From an optimization exercise on the open Yosys and OpenROAD flow, aimed at small area; shortcuts taken in it are not production practice. In this exercise RTL edits were held to simulation tests only and were not proved equivalent to the original.

File: flow/run.sh
#!/bin/bash
# synth_recipe.tcl (not shown) runs the flow's synth.tcl, then flattens the netlist and writes it again
# the make line also repeats each setting of config.mk as NAME=value (left out here)
make -C /OpenROAD-flow-scripts/flow DESIGN_CONFIG=/design/flow/config.mk WORK_HOME=/design/flow/orfs CLKGATE_MAP_FILE= SYNTH_SCRIPT=/design/flow/synth_recipe.tcl finish
File: flow/config.mk
export PLATFORM = sky130hd
export DESIGN_NAME = mycpu_top
export DESIGN_NICKNAME = mycpu_top
export VERILOG_FILES = /design/flow/design.v
export SDC_FILE = /design/flow/constraint.sdc
export NUM_CORES = 4
export LEC_CHECK = 0
export CAP_MARGIN = 20
export CORE_MARGIN = 2
export CORE_UTILIZATION = 30
export SLEW_MARGIN = 20
File: flow/constraint.sdc
create_clock -name core_clock -period 11.0 [get_ports {clk}]
set_input_delay 2.2000 -clock core_clock [delete_from_list [all_inputs] [get_ports {clk}]]
set_output_delay 2.2000 -clock core_clock [all_outputs]
set_load 0.01 [all_outputs]
File: flow/design.v
module ALU(
    input [3:0] control,
    input [31:0] alu_num1,
    input [31:0] alu_num2,
    input [5:0]  shamt_e,
    output [31:0] ans,
    output [1:0]zero_m,
    output  over
    );
    function [34:0]ALU_output; 
    input [3:0] control;
    input [31:0] alu_num1;
    input [31:0] alu_num2;
    input [5:0]  shamt_e;
    begin
        ALU_output = 35'b0;
        case(control)
            4'b0001:begin
                ALU_output[31:0] = alu_num1 + alu_num2;
                if (alu_num1[31]==alu_num2[31] && alu_num1[31]!=ALU_output[31]) begin
                        ALU_output[34]=1'b1;
                end
                else begin
                    ALU_output[34]=1'b0;
                end
            end
            4'b0010:begin
                ALU_output[31:0] = alu_num1 - alu_num2; 
                if (alu_num1[31]==alu_num2[31] && alu_num1[31]!=ALU_output[31]) begin
                   ALU_output[34]=1'b1;
                end
                else begin
                    ALU_output[34]=1'b0;
                end
            end
            4'b0011:begin
                ALU_output[31:0] = alu_num1&alu_num2; 
                ALU_output[34]=1'b0;
            end
            4'b0100:begin
                ALU_output[31:0] = alu_num1|alu_num2; 
                ALU_output[34]=1'b0;
            end
            4'b0101:begin
                ALU_output[31:0] = alu_num1^alu_num2; 
                ALU_output[34]=1'b0;
            end
            4'b0110:begin
                ALU_output[31:0] = alu_num2 << 16; 
                ALU_output[34]=1'b0;
            end
            4'b0111:begin
                case({alu_num1[31],alu_num2[31]})
                    2'b00:begin
                        if(alu_num1<alu_num2)begin
                            ALU_output[31:0]=32'b1;
                        end
                        else begin
                            ALU_output[31:0]=32'b0;
                        end
                    end
                    2'b10:begin
                        ALU_output[31:0]=32'b1;
                    end
                    2'b01:begin
                        ALU_output[31:0]=32'b0;
                    end
                    2'b11:begin
                         if(alu_num1<alu_num2)begin
                            ALU_output[31:0]=32'b1;
                        end
                        else begin
                            ALU_output[31:0]=32'b0;
                        end
                    end
                endcase
                ALU_output[34]=1'b0;
            end
            4'b1000:begin
                if({1'b0, alu_num1}<{1'b0,alu_num2}) begin
                    ALU_output[31:0]=32'b01;
                end
                else begin
                    ALU_output[31:0]=32'b0;
                end
                ALU_output[34]=1'b0;
            end
            4'b1001:begin
                ALU_output[31:0]=alu_num2>>shamt_e;
                ALU_output[34]=1'b0;
             end
             4'b1010:begin
                ALU_output[31:0]=alu_num2<<shamt_e;
                ALU_output[34]=1'b0;                
             end
            4'b1011:begin
                ALU_output[31:0]=alu_num1;
                ALU_output[34]=1'b0;  
            end
            4'b1100:begin
                ALU_output[31:0]=alu_num1+4;
                ALU_output[34]=1'b0;      
            end
            4'b0000:begin
                ALU_output[31:0]=32'b0;
                ALU_output[33:32] = 2'b00;
                ALU_output[34]=1'b0;
            end
            default:begin
                ALU_output[31:0]=32'b0;
                ALU_output[34]=1'b0;
            end
            endcase
            if(ALU_output[31:0] > 0) ALU_output[33:32] = 2'b01;
            else if(ALU_output[31:0] == 0) ALU_output[33:32] = 2'b10;
            else if(ALU_output[31:0] < 0) ALU_output[33:32] = 2'b11;
    end
    endfunction
    assign {over,zero_m,ans} = ALU_output(control,alu_num1,alu_num2,shamt_e);
endmodule
`timescale 1ns / 1ps
module D_E(
    input wire clk,
    input wire reset,
    input wire [2:0]branch_d,
    input wire reg_write_d,
    input wire mem_to_reg_d,
    input wire [3:0]mem_write_d,
    input wire [3:0]alu_control_d,
    input wire alu_src_d,
    input wire [4:0]reg_dst_d,
    input wire [31:0]rd1_d,
    input wire [31:0]rd2_d,
    input wire [4:0]rt_d,
    input wire [4:0]rd_d,
    input wire [31:0]sign_imm_d,
    input wire [31:0]PC_plus4_d,
    output reg [2:0]branch_e,
    output reg reg_write_e,
    output reg mem_to_reg_e,
    output reg [3:0]mem_write_e,
    output reg [3:0]alu_control_e,
    output reg alu_src_e,
    output reg [4:0]reg_dst_e,
    output reg [31:0]rd1_e,
    output reg [31:0]rd2_e,
    output reg [4:0]rt_e,
    output reg [4:0]rd_e,
    output reg [31:0]imm_e,
    output reg [31:0]PC_plus4_e,
    input wire [31:0]debug_wb_pc_d,
    output reg [31:0]debug_wb_pc_e,
    input wire [4:0] shamt_d,
    output reg [4:0] shamt_e,
    input wire [25:0] jmp_addr_d,
    output reg [25:0] jmp_addr_e
    );
    always@(posedge clk or posedge reset) begin
        if(reset) begin
            branch_e <= 0;
            reg_write_e <= 0;
            mem_to_reg_e <= 0;
            mem_write_e <= 0;
            alu_control_e <= 0;
            alu_src_e <= 0;
            reg_dst_e <= 0;
            rd1_e <= 0;
            rd2_e <= 0;
            rt_e <= 0;
            rd_e <= 0;
            imm_e <= 0;
            PC_plus4_e <= 0;
            debug_wb_pc_e<=0;
            jmp_addr_e<=0;
            shamt_e<=0;
        end
        else begin
            branch_e <= branch_d;
            reg_write_e <= reg_write_d;
            mem_to_reg_e <= mem_to_reg_d;
            mem_write_e <= mem_write_d;
            alu_control_e <= alu_control_d;
            alu_src_e <= alu_src_d;
            reg_dst_e <= reg_dst_d;
            rd1_e <= rd1_d;
            rd2_e <= rd2_d;
            rt_e <= rt_d;
            rd_e <= rd_d;
            PC_plus4_e <= PC_plus4_d; 
            jmp_addr_e<=jmp_addr_d;
            debug_wb_pc_e<=debug_wb_pc_d;
            shamt_e<=shamt_d;
            imm_e <= sign_imm_d;
        end
    end
endmodule
`timescale 1ns / 1ps
module E_M(
    input wire clk,
    input wire reset,
    input wire [2:0]branch_e,
    input wire reg_write_e,
    input wire mem_to_reg_e,
    input wire [3:0]mem_write_e,
    input wire [1:0]zero_e,
    input wire [31:0]alu_out_e,
    input wire [4:0]write_reg_e,
    input wire [31:0]write_data_e,
    input wire [31:0]PC_branch_e,
    output reg [2:0]branch_m,
    output reg reg_write_m,
    output reg mem_to_reg_m,
    output reg [3:0]mem_write_m,
    output reg [1:0]zero_m,
    output reg [31:0]alu_out_m,
    output reg [4:0]write_reg_m,
    output reg [31:0]write_data_m,
    output reg [31:0]PC_branch_m,
    input wire [31:0]debug_wb_pc_e,
    output reg [31:0]debug_wb_pc_m
    );
    always@(posedge clk or posedge reset) begin
        if(reset) begin
            branch_m <= 0;
            reg_write_m <= 0;
            mem_to_reg_m <= 0;
            mem_write_m <= 0;
            zero_m <= 0;
            alu_out_m <= 0;
            write_reg_m <= 0;
            write_data_m <= 0;
            PC_branch_m <= 0;
            debug_wb_pc_m<=0;
        end
        else begin
            branch_m <= branch_e;
            reg_write_m <= reg_write_e;
            mem_to_reg_m <= mem_to_reg_e;
            mem_write_m <= mem_write_e;
            zero_m <= zero_e;
            alu_out_m <= alu_out_e;
            write_reg_m <= write_reg_e;
            write_data_m <= write_data_e;
            PC_branch_m <= PC_branch_e;
            debug_wb_pc_m<=debug_wb_pc_e;
        end
    end
endmodule
`timescale 1ns / 1ps
module F_D(
    input wire clk,
    input wire reset,
    input wire [31:0]instr,
    input wire [31:0]PC_plus4_f,   
    output reg [4:0]addr1,
    output reg [4:0]addr2,
    output reg [4:0]rt_d,
    output reg [4:0]rd_d,
    output reg [15:0]imm,
    output reg [31:0]PC_plus4_d,
    output reg PC_stall,
    output reg [31:0] instr_d,
    input wire [31:0]debug_wb_pc_f,
    output reg [31:0]debug_wb_pc_d,       
    output reg [4:0] shamt_d,
    output reg [25:0] jmp_addr_d
    );
    reg [3:0]stall;
    always@(posedge clk or posedge reset) begin
        if(reset)begin
            instr_d<=0;
            addr1 <= 0;
            addr2 <= 0;
            rt_d <= 0;
            rd_d <= 0;
            imm <= 0;
            stall <= 0;
            PC_plus4_d <= 0;
            PC_stall <= 0;
            debug_wb_pc_d<=0;
            shamt_d<=0;
            jmp_addr_d<=0;            
        end
        else if(stall > 0)begin
            instr_d<=0;
            addr1 <= 0;
            addr2 <= 0;
            rt_d <= 0;
            rd_d <= 0;
            imm <= 0;
            PC_plus4_d <= 0;
            debug_wb_pc_d<=0;
            shamt_d<=0;
            jmp_addr_d<=0;
           if (stall>1)begin
                PC_stall <= 1;
                end
            else begin
                PC_stall<=0;
            end
            stall <= stall - 1;
        end
        else if(instr[31:26] == 6'b100011||instr[31:26] == 6'b101011) begin 
            instr_d<=instr;
            addr1 <= instr[25:21]; 
            addr2 <= instr[20:16];
            rt_d <= instr[20:16];
            rd_d <= instr[15:11];
            imm <= instr[15:0];
            shamt_d<=instr[10:6];
            jmp_addr_d<=instr[25:0];
            debug_wb_pc_d<=debug_wb_pc_f;
            PC_plus4_d <= PC_plus4_f;
            PC_stall <= 1;
            stall <= 2;
        end
        else if(instr[31:26] == 6'b000100||instr[31:26] == 6'b000101
        ||instr[31:26] == 6'b000001||instr[31:26] == 6'b000010||instr[31:26] ==6'b000011||(instr[31:26]==6'b000000 && instr[5:0]==6'b001000)) begin 
            instr_d<=instr;
            addr1 <= instr[25:21]; 
            addr2 <= instr[20:16];
            rt_d <= instr[20:16];
            rd_d <= instr[15:11];
            imm <= instr[15:0];
            shamt_d<=instr[10:6];
            jmp_addr_d<=instr[25:0];
            debug_wb_pc_d<=debug_wb_pc_f;
            PC_plus4_d <= PC_plus4_f;
            PC_stall <= 1;
            stall <= 3;
        end
        else begin
            instr_d<=instr;
            addr1 <= instr[25:21]; 
            addr2 <= instr[20:16];
            rt_d <= instr[20:16];
            rd_d <= instr[15:11];
            imm <= instr[15:0];
            shamt_d<=instr[10:6];
            jmp_addr_d<=instr[25:0];
            debug_wb_pc_d<=debug_wb_pc_f;
            PC_plus4_d <= PC_plus4_f;
            PC_stall <= 0;
        end
    end
endmodule
`timescale 1ns / 1ps
module M_W(
    input wire clk,
    input wire reset,
    input wire reg_write_m,
    input wire [31:0]result_m,
    input wire [4:0]write_reg_m,
    output reg reg_write_w,
    output reg [31:0]result_w,
    output reg [4:0]write_reg_w,
    input wire [31:0]debug_wb_pc_m,
    output reg [31:0]debug_wb_pc_w
    );
    always@(posedge clk or posedge reset) begin
        if(reset) begin
            reg_write_w <= 0;
            result_w <= 0;
            write_reg_w <= 0;
            debug_wb_pc_w<=0;
        end
        else begin
            reg_write_w <= reg_write_m;
            result_w <= result_m;
            write_reg_w <= write_reg_m;
            debug_wb_pc_w<=debug_wb_pc_m;
        end
    end
endmodule
`timescale 1ns / 1ps
module control(
    input wire [31:0] instr,
    output wire [2:0] branch,
    output wire reg_write,
    output wire mem_to_reg,
    output wire [3:0]mem_write,
    output wire [3:0] alu_control,
    output wire unsign,
    output wire alu_src,
    output wire reg_dst
    );
    wire [12:0] out;      
    wire [5:0] op;
    wire [5:0] func;
    assign op=instr[31:26];
    assign func=instr[5:0];
    assign out = opdec(op, func,instr);    
    function [12:0] opdec(input [5:0] op, input [5:0] func,input [31:0] instr);
    begin
        case(op)
            6'b000000:begin
                case(func)
                    6'b100000: opdec = {1'b0,3'b001, 1'b1, 1'b0, 1'b0, 4'b0001, 1'b0, 1'b0};    
                    6'b100010: opdec = {1'b0,3'b001, 1'b1, 1'b0, 1'b0, 4'b0010, 1'b0, 1'b0};    
                    6'b100100: opdec = {1'b0,3'b001, 1'b1, 1'b0, 1'b0, 4'b0011, 1'b0, 1'b0};    
                    6'b100101: opdec = {1'b0,3'b001, 1'b1, 1'b0, 1'b0, 4'b0100, 1'b0, 1'b0};    
                    6'b100110: opdec = {1'b0,3'b001, 1'b1, 1'b0, 1'b0, 4'b0101, 1'b0, 1'b0};    
                    6'b100001: opdec = {1'b0,3'b001, 1'b1, 1'b0, 1'b0, 4'b0001, 1'b0, 1'b0};  
                    6'b101010: opdec = {1'b0,3'b001, 1'b1, 1'b0, 1'b0, 4'b0111, 1'b0, 1'b0}; 
                    6'b101011: opdec = {1'b0,3'b001, 1'b1, 1'b0, 1'b0, 4'b1000, 1'b0, 1'b0}; 
                    6'b100011: opdec = {1'b0,3'b001, 1'b1, 1'b0, 1'b0, 4'b0010, 1'b0, 1'b0}; 
                    6'b000010: opdec = {1'b0,3'b001, 1'b1, 1'b0, 1'b0, 4'b1001, 1'b0, 1'b0}; 
                    6'b001000: opdec = {1'b0,3'b110, 1'b0, 1'b0, 1'b0, 4'b1011, 1'b0, 1'b0}; 
                    6'b000000: begin
                                if (instr==32'b0) begin
                                opdec = {1'b0,3'b000, 1'b0, 1'b0, 1'b0, 4'b0000, 1'b0, 1'b0};
                                end    
                                else begin
                                opdec = {1'b0,3'b001, 1'b1, 1'b0, 1'b0, 4'b1010, 1'b0, 1'b0}; 
                                end                               
                               end
                    default: opdec = 13'b0;
                endcase
            end
            6'b001000: opdec = {1'b0,3'b001, 1'b1, 1'b0, 1'b0, 4'b0001, 1'b1, 1'b1};    
            6'b001100: opdec = {1'b0,3'b001, 1'b1, 1'b0, 1'b0, 4'b0011, 1'b1, 1'b1};    
            6'b001101: opdec = {1'b1,3'b001, 1'b1, 1'b0, 1'b0, 4'b0100, 1'b1, 1'b1};    
            6'b001110: opdec = {1'b1,3'b001, 1'b1, 1'b0, 1'b0, 4'b0101, 1'b1, 1'b1};    
            6'b001111: opdec = {1'b0,3'b001, 1'b1, 1'b0, 1'b0, 4'b0110, 1'b1, 1'b1};    
            6'b100011: opdec = {1'b0,3'b001, 1'b1, 1'b1, 1'b0, 4'b0001, 1'b1, 1'b1};    
            6'b101011: opdec = {1'b0,3'b001, 1'b0, 1'b0, 1'b1, 4'b0001, 1'b1, 1'b0};    
            6'b000100: opdec = {1'b0,3'b010, 1'b0, 1'b0, 1'b0, 4'b0010, 1'b0, 1'b0};    
            6'b000101: opdec = {1'b0,3'b011, 1'b0, 1'b0, 1'b0, 4'b0010, 1'b0, 1'b0};    
            6'b000001: opdec = {1'b0,3'b100, 1'b0, 1'b0, 1'b0, 4'b0010, 1'b0, 1'b0};    
            6'b001001: opdec = {1'b0,3'b001, 1'b1, 1'b0, 1'b0, 4'b0001, 1'b1, 1'b1}; 
            6'b000011: opdec = {1'b0,3'b111, 1'b1, 1'b0, 1'b0, 4'b1100, 1'b0, 1'b0}; 
            6'b000010: opdec = {3'b101, 1'b0, 1'b0, 1'b0, 4'b0000, 1'b0, 1'b0};    
            default: opdec = 13'b0;
        endcase
    end
    endfunction
    assign unsign=out[12];
    assign branch = out[11:9];
    assign reg_write = out[8];
    assign mem_to_reg = out[7];
    assign mem_write = {out[6],out[6],out[6],out[6]};
    assign alu_control = out[5:2];
    assign alu_src = out[1];
    assign reg_dst = out[0];
endmodule
`timescale 1ns / 1ps
module  judge_is_jmp(
    input   [2:0]branch_m,
    input   [1:0]zero_m,
    output  is_jmp
);
assign is_jmp=judge(branch_m,zero_m);
function judge(input [2:0]branch_m, input [1:0]zero_m);
    case(branch_m)
        3'b001: judge = 1'b0;
        3'b010: begin
                    if (zero_m==2'b10) begin
                        judge=1'b1;
                    end
                    else begin
                        judge=1'b0;
                    end
                end
         3'b011: begin
                    if (zero_m==2'b10) begin
                        judge=1'b0;
                    end
                    else begin
                        judge=1'b1;
                    end
                end
          3'b100: begin
                    if (zero_m==2'b01) begin
                        judge=1'b1;
                    end
                    else if(zero_m==2'b10)begin
                        judge=1'b1;
                    end
                    else begin
                        judge=1'b0;
                    end
                end
           3'b101:begin
                    judge=1'b1;
                  end
           3'b110:begin
                    judge=1'b1;
           end
           3'b111:begin
                    judge=1'b1;
           end
           default: judge=1'b0;         
    endcase
endfunction
endmodule
module mux2_1_32(
    input [31:0]src1,
    input [31:0]src2,
    input select,
    output [31:0]out
);
assign out=choose(src1,src2,select);
function [31:0]choose(input [31:0] src1,input [31:0] src2,input select);
case(select)
    1'b0: choose=src1;
    1'b1: choose=src2;
    default: choose=32'b0;
endcase
endfunction
endmodule
module mux2_1_5(
    input [31:0]src1,
    input [31:0]src2,
    input select,
    output [31:0]out
);
assign out=choose(src1,src2,select);
function [31:0]choose(input [31:0] src1,input [31:0] src2,input select);
case(select)
    1'b0: choose=src1;
    1'b1: choose=src2;
    default: choose=32'b0;
endcase
endfunction
endmodule
module pc_plus4(
    input [31:0] pc,
    input PC_stall,
    output [31:0] out
);
assign out=outs(pc,PC_stall);
function [31:0]outs(input [31:0] pc, input PC_stall);
case(PC_stall)
       1'b0: outs=pc+32'b00100;
       1'b1: outs=pc;
endcase
endfunction
endmodule
module is_stall(
    input [5:0] opcode,
    output [1:0] number_of_stall
);
assign number_of_stall=choose(opcode);
function [1:0]choose(input [5:0] opcode);
case(opcode)
    6'b000010: choose=2'b10;
    6'b000001: choose=2'b10;
    6'b000101: choose=2'b10;
    6'b000100: choose=2'b10;
    6'b100011: choose=2'b01;
    default: choose=2'b00;
endcase
endfunction
endmodule
module pc_plus(
    input [31:0] pc,
    input [25:0] jmp,
    input [31:0] rd1_e,
    input [2:0] branch_e,
    output [31:0] out
);
assign out=outs(pc,jmp,branch_e);
function [31:0]outs(input [31:0] pc, input[25:0] jmp ,input [2:0]branch_e);
case(branch_e)
       3'b101: begin
            outs={pc[31:28],jmp[25:0],2'b0};
       end 
       3'b110:begin
            outs=rd1_e;
       end
       3'b111:begin
            outs={pc[31:28],jmp[25:0],2'b0};
       end
       default:outs=pc+{{14{jmp[15]}},jmp[15:0],2'b0};
endcase
endfunction
endmodule
module PC(
    input [31:0]pc_in,
    input clk,
    input reset,
    output [31:0]pc_out
);
reg [31:0] pc;
assign pc_out=pc;
always@(posedge clk) begin
          if(reset==1'b1) begin
                   pc<=32'hbfc00000;
          end
          else begin
            pc<=pc_in;
          end
     end
endmodule
`timescale 1ns / 1ps
module forwarding_unit(
    input [4:0] addr1,
    input [4:0] addr2,
    input reg_write_e,
    input reg_write_m,
    input [4:0]write_reg_e,
    input [4:0]write_reg_m,
    input [31:0]alu_out_e,
    input [31:0]result_m,
    output [31:0]rd1,
    output [31:0]rd2,
    output choose1,
    output choose2
    );
function [65:0]rd_cal; 
input [4:0] addr1,addr2;
input reg_write_e;
input reg_write_m;
input [4:0]write_reg_e;
input [4:0]write_reg_m;
input [31:0]alu_out_e;
input [31:0]result_m;
begin
    rd_cal[64] = 0;
    rd_cal[65] = 0;
    case({reg_write_e,reg_write_m})
        2'b01: begin
               if(write_reg_m==addr1) begin
                   rd_cal[63:32] = result_m;
                   rd_cal[65] = 1;
               end 
               if(write_reg_m==addr2) begin
                    rd_cal[31:0] = result_m;
                    rd_cal[64] = 1;
               end
        end
        2'b10:begin
               if(write_reg_e==addr1) begin
                   rd_cal[63:32] = alu_out_e;
                   rd_cal[65] = 1;
               end 
               if(write_reg_e==addr2) begin
                    rd_cal[31:0] = alu_out_e;
                    rd_cal[64] = 1;
               end 
        end
        2'b11:begin
            if(write_reg_e==write_reg_m) begin
               if(write_reg_e==addr1) begin
                   rd_cal[63:32] = alu_out_e;
                   rd_cal[65] = 1;
               end 
               if(write_reg_e==addr2) begin
                    rd_cal[31:0] = alu_out_e;
                    rd_cal[64] = 1;
               end
            end
            else begin
               if(write_reg_e==addr1) begin
                   rd_cal[63:32] = alu_out_e;
                   rd_cal[65] = 1;
               end 
               if(write_reg_e==addr2) begin
                    rd_cal[31:0] = alu_out_e;
                    rd_cal[64] = 1;
               end 
              if(write_reg_m==addr1) begin
                   rd_cal[63:32] = result_m;
                   rd_cal[65] = 1;
               end 
               if(write_reg_m==addr2) begin
                    rd_cal[31:0] = result_m;
                    rd_cal[64] = 1;
               end
            end
        end
    endcase
end
endfunction
assign {choose1,choose2,rd1,rd2} = rd_cal(addr1,addr2,reg_write_e,reg_write_m,write_reg_e,write_reg_m,alu_out_e,result_m);
endmodule
module jal_mux_32(
    input [31:0]src1,
    input [31:0]src2,
    input [2:0] select,
    output [31:0]out
);
assign out=choose(src1,src2,select);
function [31:0]choose(input [31:0] src1,input [31:0] src2,input [2:0]select);
case(select)
    3'b111: choose=src1;
    default: choose=src2;
endcase
endfunction
endmodule
module jal_mux_5(
    input [4:0]src1,
    input [4:0]src2,
    input [2:0] select,
    output [4:0]out
);
assign out=choose(src1,src2,select);
function [4:0]choose(input [4:0] src1,input [4:0] src2,input [2:0]select);
case(select)
    3'b111: choose=src1;
    default: choose=src2;
endcase
endfunction
endmodule
module pre_read(
    input [31:0]inst_in,
    input clk,
    output [31:0]inst_out
);
reg [31:0] pc;
assign inst_out=pc;
always@(negedge clk) begin
            pc<=inst_in;
     end
endmodule
`timescale 1ns / 1ps
module regfile(
    input wire clk,
	input wire reset,
	input wire [4:0] addr1,
	input wire [4:0] addr2,
	input wire [4:0] addr3,  
	input wire [31:0] wd,   
	input wire we,
	output wire [31:0] rd1,
	output wire [31:0] rd2
);
	reg [31:0] data[31:0];
	assign rd1 = data[addr1];
	assign rd2 = data[addr2];
	integer i;
	always @(posedge reset or negedge clk)
		if (reset)
			for (i = 0; i < 32; i = i + 1)
				data[i] <= 32'h00000000;
		else if (we)
			data[addr3] <= wd;
endmodule
`timescale 1ns / 1ps
module signextend( 
    input [15:0] imm,
    input unsign,
    output [31:0] imm_out
);
function [31:0] outs(input [15:0] imm,input unsign);
begin
case(unsign)
    1'b0:
        outs = {{16{imm[15]}},imm[15:0]};
    1'b1:
        outs = {16'b0,imm[15:0]};    
endcase
end
endfunction
assign imm_out=outs(imm,unsign);
endmodule
`timescale 1ns / 1ps
module mycpu_top(
    input clk,
    input resetn,
    input int_in, 
    output inst_sram_en,
    output [3:0] inst_sram_wen, 
    output [31:0] inst_sram_addr,
    output [31:0] inst_sram_wdata, 
    input  [31:0] inst_sram_rdata,
    output data_sram_en,
    output [3:0]data_sram_wen,
    output [31:0]data_sram_addr,
    output [31:0]data_sram_wdata,
    input  [31:0]data_sram_rdata,
    output [31:0]debug_wb_pc,
    output [3:0] debug_wb_rf_wen,
    output [4:0] debug_wb_rf_wnum,
    output [31:0]debug_wb_rf_wdata,
    output over
    );
assign inst_sram_wen=4'b0000;
assign inst_sram_wdata=32'b0;
wire [31:0]PC_plus4_f;
wire is_jmp;
wire [31:0]pc_in;
wire [31:0] rom_addr;
wire [31:0] rom_rd;
wire [4:0] ram_addr;
wire [31:0] ram_rd;
wire [31:0] ram_wd;
wire ram_we;
wire [5:0]op;
wire [5:0]func;
wire [4:0] addr1;
wire [4:0] addr2;
wire [4:0] rt_d;
wire [4:0] rd_d;
wire [15:0] imm;
wire[2:0] branch_d;
wire reg_write_d;
wire mem_to_reg_d;
wire [3:0]mem_write_d;
wire [3:0]alu_control_d;
wire alu_src_d;
wire reg_dst_d;
wire unsign_d;
wire [31:0]rd1_src0;
wire [31:0]rd2_src0;
wire [31:0]rd1_src1;
wire [31:0]rd2_src1;
wire rd1_choose;
wire rd2_choose;
wire [31:0]rd1;
wire [31:0]rd2;
wire [31:0] imm_out;
wire [4:0] rt_e;
wire [4:0] rd_e;
wire [4:0] write_data_e;
wire reg_dst_e;
wire [31:0] imm_e;
wire alu_src_e;
wire [31:0] alu_src2;
wire [31:0] alu_src1;
wire [1:0]  zero;
wire [31:0]alu_out_e;
wire [31:0]instr_d;
wire [31:0] PC_plus4_e;
wire [31:0]pc_jmp_out;
wire[2:0] branch_e;
wire reg_write_e;
wire mem_to_reg_e;
wire [3:0]mem_write_e;
wire [3:0]alu_control_e;
wire [31:0]rd1_e;
wire [31:0]rd2_e;
wire [31:0]PC_plus4_d;
wire [4:0]write_reg_e;
wire [31:0]write_reg_e_pre;
wire [31:0] rd1_e_final;
wire [2:0]branch_m;
wire reg_write_m;
wire mem_to_reg_m;
wire [3:0]mem_write_m;
wire [1:0]zero_m;
wire [31:0]alu_out_m;
wire [4:0] write_reg_m;
wire [31:0] write_data_m;
wire [31:0] PC_branch_m;
wire reg_write_w;
wire [31:0] result_w;
wire [4:0]write_reg_w;
wire [31:0]result_m;
wire over_flag;
assign over=over_flag;
wire PC_stall;
wire [31:0]debug_wb_pc_f;
wire [31:0]debug_wb_pc_d;
wire [31:0]debug_wb_pc_e;
wire [31:0]debug_wb_pc_m;
wire [31:0]debug_wb_pc_w;
wire [4:0]shamt_d;
wire [4:0]shamt_e;
wire [25:0] jmp_addr_e;
wire [25:0] jmp_addr_d;
assign debug_wb_rf_wen={reg_write_w,reg_write_w,reg_write_w,reg_write_w};
assign debug_wb_rf_wdata=result_w;
assign debug_wb_rf_wnum=write_reg_w;
assign debug_wb_pc=debug_wb_pc_w;
assign inst_sram_addr={3'b0,pc_in[28:0]};
pre_read cpu_pre_read(
    .inst_in(inst_sram_rdata),
    .clk(clk),
    .inst_out(rom_rd)
);
assign debug_wb_pc_f=rom_addr;
assign inst_sram_en=1'b1;
mux2_1_32 mux_choose_pc(
    .src1(PC_plus4_f),
    .src2(PC_branch_m),
    .select(is_jmp),
    .out(pc_in)
);
PC cpu_pc(
    .clk(clk),
    .reset(~resetn),
    .pc_in(pc_in),
    .pc_out(rom_addr)
);
pc_plus4 pc_plus(
    .pc(rom_addr),
    .out(PC_plus4_f),    
    .PC_stall(PC_stall)
);
F_D f_d(
    .clk(clk),
    .reset(~resetn),
    .instr(rom_rd),
    .PC_plus4_f(PC_plus4_f),
    .instr_d(instr_d),
    .addr1(addr1),
    .addr2(addr2),
    .rt_d(rt_d),
    .rd_d(rd_d),
    .imm(imm),
    .PC_plus4_d(PC_plus4_d),
    .PC_stall(PC_stall),
    .shamt_d(shamt_d),
    .debug_wb_pc_f(debug_wb_pc_f),
    .debug_wb_pc_d(debug_wb_pc_d),
    .jmp_addr_d(jmp_addr_d)
);
control cpu_control(
       .instr(instr_d),
       .branch(branch_d),
       .reg_write(reg_write_d),
       .mem_to_reg(mem_to_reg_d),
       .mem_write(mem_write_d),
       .alu_control(alu_control_d),
       .alu_src(alu_src_d),
       .reg_dst(reg_dst_d),
       .unsign(unsign_d)
);
jal_mux_32 jal_mux_data(
    .src1(debug_wb_pc_e+4),
    .src2(rd1_e),
    .select(branch_e),
    .out(rd1_e_final)
);
jal_mux_5 jal_mux_addr(
    .src1(32'b11111),
    .src2(write_reg_e_pre),
    .select(branch_e),
    .out(write_reg_e)  
);
regfile cpu_regfile(
    .clk(clk),
	.reset(~resetn),
	.addr1(addr1),
	.addr2(addr2),
	.addr3(write_reg_w),  
	.wd(result_w),   
	.we(reg_write_w),
	.rd1(rd1_src0),
	.rd2(rd2_src0)
);
signextend cpu_signextend( 
    .imm(imm),
    .unsign(unsign_d),
    .imm_out(imm_out)
);
forwarding_unit cpu_forwarding_unit(
    .addr1(addr1),
    .addr2(addr2),
    .reg_write_e(reg_write_e),
    .reg_write_m(reg_write_m),
    .write_reg_e(write_reg_e),
    .write_reg_m(write_reg_m),
    .alu_out_e(alu_out_e),
    .result_m(result_m),
    .rd1(rd1_src1),
    .rd2(rd2_src1),
    .choose1(rd1_choose),
    .choose2(rd2_choose)
    );
mux2_1_32 mux_choose_rd1(
    .src1(rd1_src0),
    .src2(rd1_src1),
    .select(rd1_choose),
    .out(rd1)
);
mux2_1_32 mux_choose_rd2(
    .src1(rd2_src0),
    .src2(rd2_src1),
    .select(rd2_choose),
    .out(rd2)
);
mux2_1_5 mux_choose_reg_write(
    .src1(rd_e),
    .src2(rt_e),
    .select(reg_dst_e),
    .out(write_reg_e_pre)
);
mux2_1_32 mux_choose_alu_src(
    .src1(rd2_e),
    .src2(imm_e),
    .select(alu_src_e),
    .out(alu_src2)
);
ALU cpu_alu(
    .control(alu_control_e),
    .alu_num1(rd1_e_final),
    .alu_num2(alu_src2),
    .shamt_e({1'b0,shamt_e}),
    .ans(alu_out_e),
    .zero_m(zero),
    .over(over_flag)
    );
pc_plus pc_plus_jmp(
    .pc(PC_plus4_e),
    .branch_e(branch_e),
    .rd1_e(rd1_e),
    .jmp(jmp_addr_e),
    .out(pc_jmp_out)
);
assign data_sram_wen=mem_write_m;
assign data_sram_wdata=write_data_m;
assign ram_rd=data_sram_rdata;
assign data_sram_en=1'b1;
mux2_1_32 mux_choos_ram_addr(
    .src1({3'b0,alu_out_e[28:0]}),
    .src2({3'b0,alu_out_m[28:0]}),
    .select(mem_write_m),
    .out(data_sram_addr)
);
judge_is_jmp  cpu_judge_is_jmp(
   .branch_m(branch_m),
    .zero_m(zero_m),
    .is_jmp(is_jmp)
);
mux2_1_32 mux_choose_result_src(
    .src1(alu_out_m),
    .src2(ram_rd),
    .select(mem_to_reg_m),
    .out(result_m)
);
D_E d_e(
    .clk(clk),
    .reset(~resetn),
    .branch_d(branch_d), 
    .reg_write_d(reg_write_d),
    .mem_to_reg_d(mem_to_reg_d),
    .mem_write_d(mem_write_d),
    .alu_control_d(alu_control_d), 
    .alu_src_d(alu_src_d),
    .reg_dst_d(reg_dst_d), 
    .rd1_d(rd1), 
    .rd2_d(rd2), 
    .rt_d(rt_d), 
    .rd_d(rd_d), 
    .sign_imm_d(imm_out), 
    .PC_plus4_d(PC_plus4_d), 
    .branch_e(branch_e), 
    .reg_write_e(reg_write_e),
    .mem_to_reg_e(mem_to_reg_e),
    .mem_write_e(mem_write_e),
    .alu_control_e(alu_control_e), 
    .alu_src_e(alu_src_e),
    .reg_dst_e(reg_dst_e), 
    .rd1_e(rd1_e), 
    .rd2_e(rd2_e), 
    .rt_e(rt_e), 
    .rd_e(rd_e), 
    .imm_e(imm_e), 
    .PC_plus4_e(PC_plus4_e), 
    .debug_wb_pc_d(debug_wb_pc_d),
    .debug_wb_pc_e(debug_wb_pc_e),
    .shamt_d(shamt_d),
    .shamt_e(shamt_e),
    .jmp_addr_e(jmp_addr_e),
    .jmp_addr_d(jmp_addr_d)
    );
E_M e_m(
     .clk(clk),
     .reset(~resetn),
     .branch_e(branch_e), 
     .reg_write_e(reg_write_e),
     .mem_to_reg_e(mem_to_reg_e),
     .mem_write_e(mem_write_e),
     .zero_e(zero), 
     .alu_out_e(alu_out_e), 
     .write_reg_e(write_reg_e), 
     .write_data_e(rd2_e), 
     .PC_branch_e(pc_jmp_out), 
     .branch_m(branch_m), 
     .reg_write_m(reg_write_m),
     .mem_to_reg_m(mem_to_reg_m),
     .mem_write_m(mem_write_m),
     .zero_m(zero_m), 
     .alu_out_m(alu_out_m), 
     .write_reg_m(write_reg_m), 
     .write_data_m(write_data_m), 
     .PC_branch_m(PC_branch_m), 
     .debug_wb_pc_e(debug_wb_pc_e),
    .debug_wb_pc_m(debug_wb_pc_m)
    );
M_W m_w(
     .clk(clk),
     .reset(~resetn),
     .reg_write_m(reg_write_m),
     .result_m(result_m), 
     .write_reg_m(write_reg_m), 
     .reg_write_w(reg_write_w),
     .result_w(result_w), 
     .write_reg_w(write_reg_w), 
     .debug_wb_pc_m(debug_wb_pc_m),
    .debug_wb_pc_w(debug_wb_pc_w)
    );
endmodule
==> flow_metrics.env <==
export IMPL_detailedRoute_firstPassIterationCount=11
export IMPL_pin_count=279
export IMPL_drive_gt1_frac=0.241
export IMPL_cts_root_to_sink_buffers=3
export IMPL_die_area_um2=282000
export IMPL_cts_num_sinks=1563
export IMPL_core_um2=276000
export IMPL_grtUsageTotal=0.290
export IMPL_nFillCells=27300
export IMPL_gpl_final_weighted_congestion=1.01
export IMPL_report_final_hold_viol_count=0
export IMPL_synth_ff_type="sky130_fd_sc_hd__dfrtn_1"
export IMPL_fmaxAchievable_mhz=94.8
export IMPL_hold_path_startpoint="f_d.PC_plus4_d[16]"
export IMPL_critical_path_max_fanout=11
export IMPL_finalHoldWorstSlack_ns=0.309
export IMPL_finalNetCount=7841
export IMPL_cts_bufs_inserted=168
export IMPL_ctsHoldBuffers=0
export IMPL_fin_skew_ns=0.179
export IMPL_final_common_cell="sky130_fd_sc_hd__mux2_2"
export IMPL_h_tree_depth=4
export IMPL_drv_cap=0
export IMPL_dpl_hpwl_mm=270
export IMPL_worst_endpoint_required_ns=8.80
export IMPL_io_buffers=233
export IMPL_gr_usage_met1=0.344
export IMPL_cts_root_buf="sky130_fd_sc_hd__clkbuf_16"
export IMPL_grt_ovfl_total=0
export IMPL_multi_input_comb_area_um2=41600
export IMPL_outcome="no timing/DRC/antenna violations"
export IMPL_synthDistinctLibCells=118
export IMPL_grt_pass1_vias=71100
export IMPL_globalRoute_busiestLayer="met2"
export IMPL_timing_setup_critical_path_class="reg -> out"
export IMPL_timing_rr_start="m_w.reg_write_w"
export IMPL_cellPowerDensity_nw_per_um2=272
export IMPL_cts_repair_resized=0
export IMPL_synth_warning_count=25
export IMPL_syn_avg_cell_area_um2=10.9
export IMPL_setup_viol=0
export IMPL_clk_transition_reported_paths_ns=0.06
export IMPL_grt_pass1_wl_mm=578
export IMPL_dr_first_iter_drc_count=12000
export IMPL_worstMarginPinSlew_ns=1.34
export IMPL_rsz_0062_raised_after_global_routing="false"
export IMPL_ir_worst_vdd_uv=207
export IMPL_timing_max_slew_rel_slack=0.108
export IMPL_route_detailed_vias_per_inst=6.49
export IMPL_cts_setup_buffers=0
export IMPL_num_rows=193
export IMPL_synth_enable_flop_cells=0
export IMPL_start_util=0.301
export IMPL_synth_async_sr_flop_share=0.959
export IMPL_post_drt_wl_per_cell_um=36.7
export IMPL_synth_seq_cells=1563
export IMPL_worst_hold_path_type="reg -> reg"
export IMPL_die_width_um=531
export IMPL_power_leakage_nw=42.4
export IMPL_final_period_utilization=0.959
export IMPL_post_synth_instance_area_um2=83300
export IMPL_syn_to_final_growth_pct=15.9
export IMPL_critical_path_startpoint_type="register"
export IMPL_slew_viol_final=0
export IMPL_dp_worst_setup_slack_ns=1.69
export IMPL_seq_area_um2=38800
export IMPL_globalRouteMet3Util=0.119
export IMPL_final_setup_tns_ns=0
export IMPL_postSynthCellCount=7612
export IMPL_setup_ws_ns=0.453
export IMPL_finalWirelength_mm=422
export IMPL_cp_data_arrival_time_ns=8.35
export IMPL_crit_path_end_kind="output pin"
export IMPL_ys_seq_area_frac=0.466
export IMPL_use_met2=0.424
export IMPL_post_route_drc=0
export IMPL_worstSetupStartpoint="d_e.debug_wb_pc_e[4]"
export IMPL_remaining_number_of_nets_flagged_by_the_antenna_check_after_routing=0
export IMPL_clkLatencyLatePin_ns=0.91
export IMPL_num_vias=74700
export IMPL_total_power_w=0.0262
export IMPL_pin_count_of_the_biggest_net_entering_global_routing=200
export IMPL_most_common_layout_cells="sky130_fd_sc_hd__mux2_2, sky130_fd_sc_hd__dfrtn_1, sky130_fd_sc_hd__dfrtp_1"
export IMPL_die_height_um=531
export IMPL_finalWorstPathRequiredPeriod_ns=10.55
export IMPL_grt_antenna_before_repair=48
export IMPL_tritoncts="done"
report_power, final:
part | internal, W | switching (W) | total [W]
logic | 0.00383 | 0.00762 | 0.0114
clock network | 0.00361 | 0.00260 | 0.00622
registers | 0.00686 | 0.00172 | 0.00858
path summary, 6_finish.rpt:
| path | end | slack (ns) | cells after the start |
|---|---|---|---|
| max in group asynchronous | cpu_regfile.data[31][13] | 2.96 | 2 |
| max reg2reg | cpu_regfile.data[19][9] | 1.86 | 5 |
| max | data_sram_addr[28] | 0.45 | 21 |
| min in group asynchronous | m_w.result_w[21] | 1.92 | 2 |
| min reg2reg | d_e.PC_plus4_e[16] | 0.31 | 0 |
| min | d_e.PC_plus4_e[16] | 0.31 | 0 |
cells by family (layout without fill, tap and decap cells):
logic type      Yosys count  after routing  share of synthesized area
mux                    1252           1252                      0.173
flops                  1563           1563                      0.466
compound gates         2051           2051                      0.183
xor+xnor                125            125                     0.0133
simple gates           1584           1584                     0.0968
other cells               2             68                  0.0000902
buf+inv                 890           1011                     0.0457
fa+ha+maj               145            145                     0.0220
per-stage QoR:
| step | area (µm²) | util | std cells |
|---|---|---|---|
| detailed placement | 90200 | 0.327 | 11100 |
| global placement | 90200 | 0.326 | 11100 |
| global route | 96500 | 0.349 | 11500 |
| finish | 96500 | 0.349 | 11500 |
| floorplan | 83400 | - | 7654 |
| CTS | 96400 | 0.349 | 11500 |
area by class of cell:
type | instances | area share
Sequential cell | 1563 | 0.402
Antenna cell | 24 | 0.000622
Multi-Input combinational cell | 5201 | 0.431
Clock buffer | 251 | 0.0514
Timing Repair Buffer | 507 | 0.0477
Inverter | 160 | 0.00622
Clock inverter | 93 | 0.0128
Tap cell | 3705 | 0.0480
critical path: stages, from the launching register on:
cell and delay [ns]:
sky130_fd_sc_hd__dfrtp_1 0.59, sky130_fd_sc_hd__and4_1 0.66, sky130_fd_sc_hd__a21oi_1 0.14, sky130_fd_sc_hd__o21ai_0 0.60, sky130_fd_sc_hd__o21ai_0 0.49, sky130_fd_sc_hd__inv_1 0.23
sky130_fd_sc_hd__ha_1 0.28, sky130_fd_sc_hd__a211o_1 0.13, sky130_fd_sc_hd__o22ai_1 0.12, sky130_fd_sc_hd__a32oi_1 1.04, sky130_fd_sc_hd__o31a_1 0.39, sky130_fd_sc_hd__a311oi_1 0.21
sky130_fd_sc_hd__nor4_1 0.41, sky130_fd_sc_hd__buf_4 0.21, sky130_fd_sc_hd__o21ai_0 0.12, sky130_fd_sc_hd__o31a_1 0.29, sky130_fd_sc_hd__mux2i_1 0.13, sky130_fd_sc_hd__a211oi_1 0.28
sky130_fd_sc_hd__buf_4 0.20, sky130_fd_sc_hd__inv_1 0.05, sky130_fd_sc_hd__mux2_2 0.37, sky130_fd_sc_hd__clkdlybuf4s50_1 0.52
sequential cells by signal, indices dropped and copies added, names as in the netlist, 5 cells and up:
signal             cells
e_m.write_data_m      32
m_w.debug_wb_pc_w     32
e_m.PC_branch_m       32
f_d.debug_wb_pc_d     30
d_e.PC_plus4_e        32
cpu_regfile.data    1024
m_w.write_reg_w        5
d_e.jmp_addr_e        26
e_m.alu_out_m         32
f_d.PC_plus4_d        32
e_m.debug_wb_pc_m     32
cpu_pc.pc             32
m_w.result_w          32
cpu_pre_read.pc       32
d_e.rd2_e             32
f_d.jmp_addr_d        25
f_d.instr_d            7
d_e.rd1_e             32
d_e.debug_wb_pc_e     30
e_m.write_reg_m        5
layer usage:
layer	routed length, µm	up-vias
met5	503	-
met4	37600	34
met3	58200	2140
met2	176000	6383
met1	150000	37300
li1	-	28800
cells in the mapped netlist (all sizes together), types with 160 or more instances:
| library cell | n | area (µm²) |
|---|---|---|
| a21oi | 294 | 1480 |
| a221oi | 292 | 2560 |
| a22o | 276 | 2420 |
| a22oi | 369 | 2770 |
| buf | 210 | 1250 |
| clkbuf | 519 | 1950 |
| dfrtn | 1024 | 25600 |
| dfrtp | 475 | 11900 |
| inv | 160 | 601 |
| mux2 | 1093 | 12300 |
| nand2 | 339 | 1270 |
| nand4 | 204 | 1310 |
| nor2 | 423 | 1590 |
| o21ai | 199 | 996 |
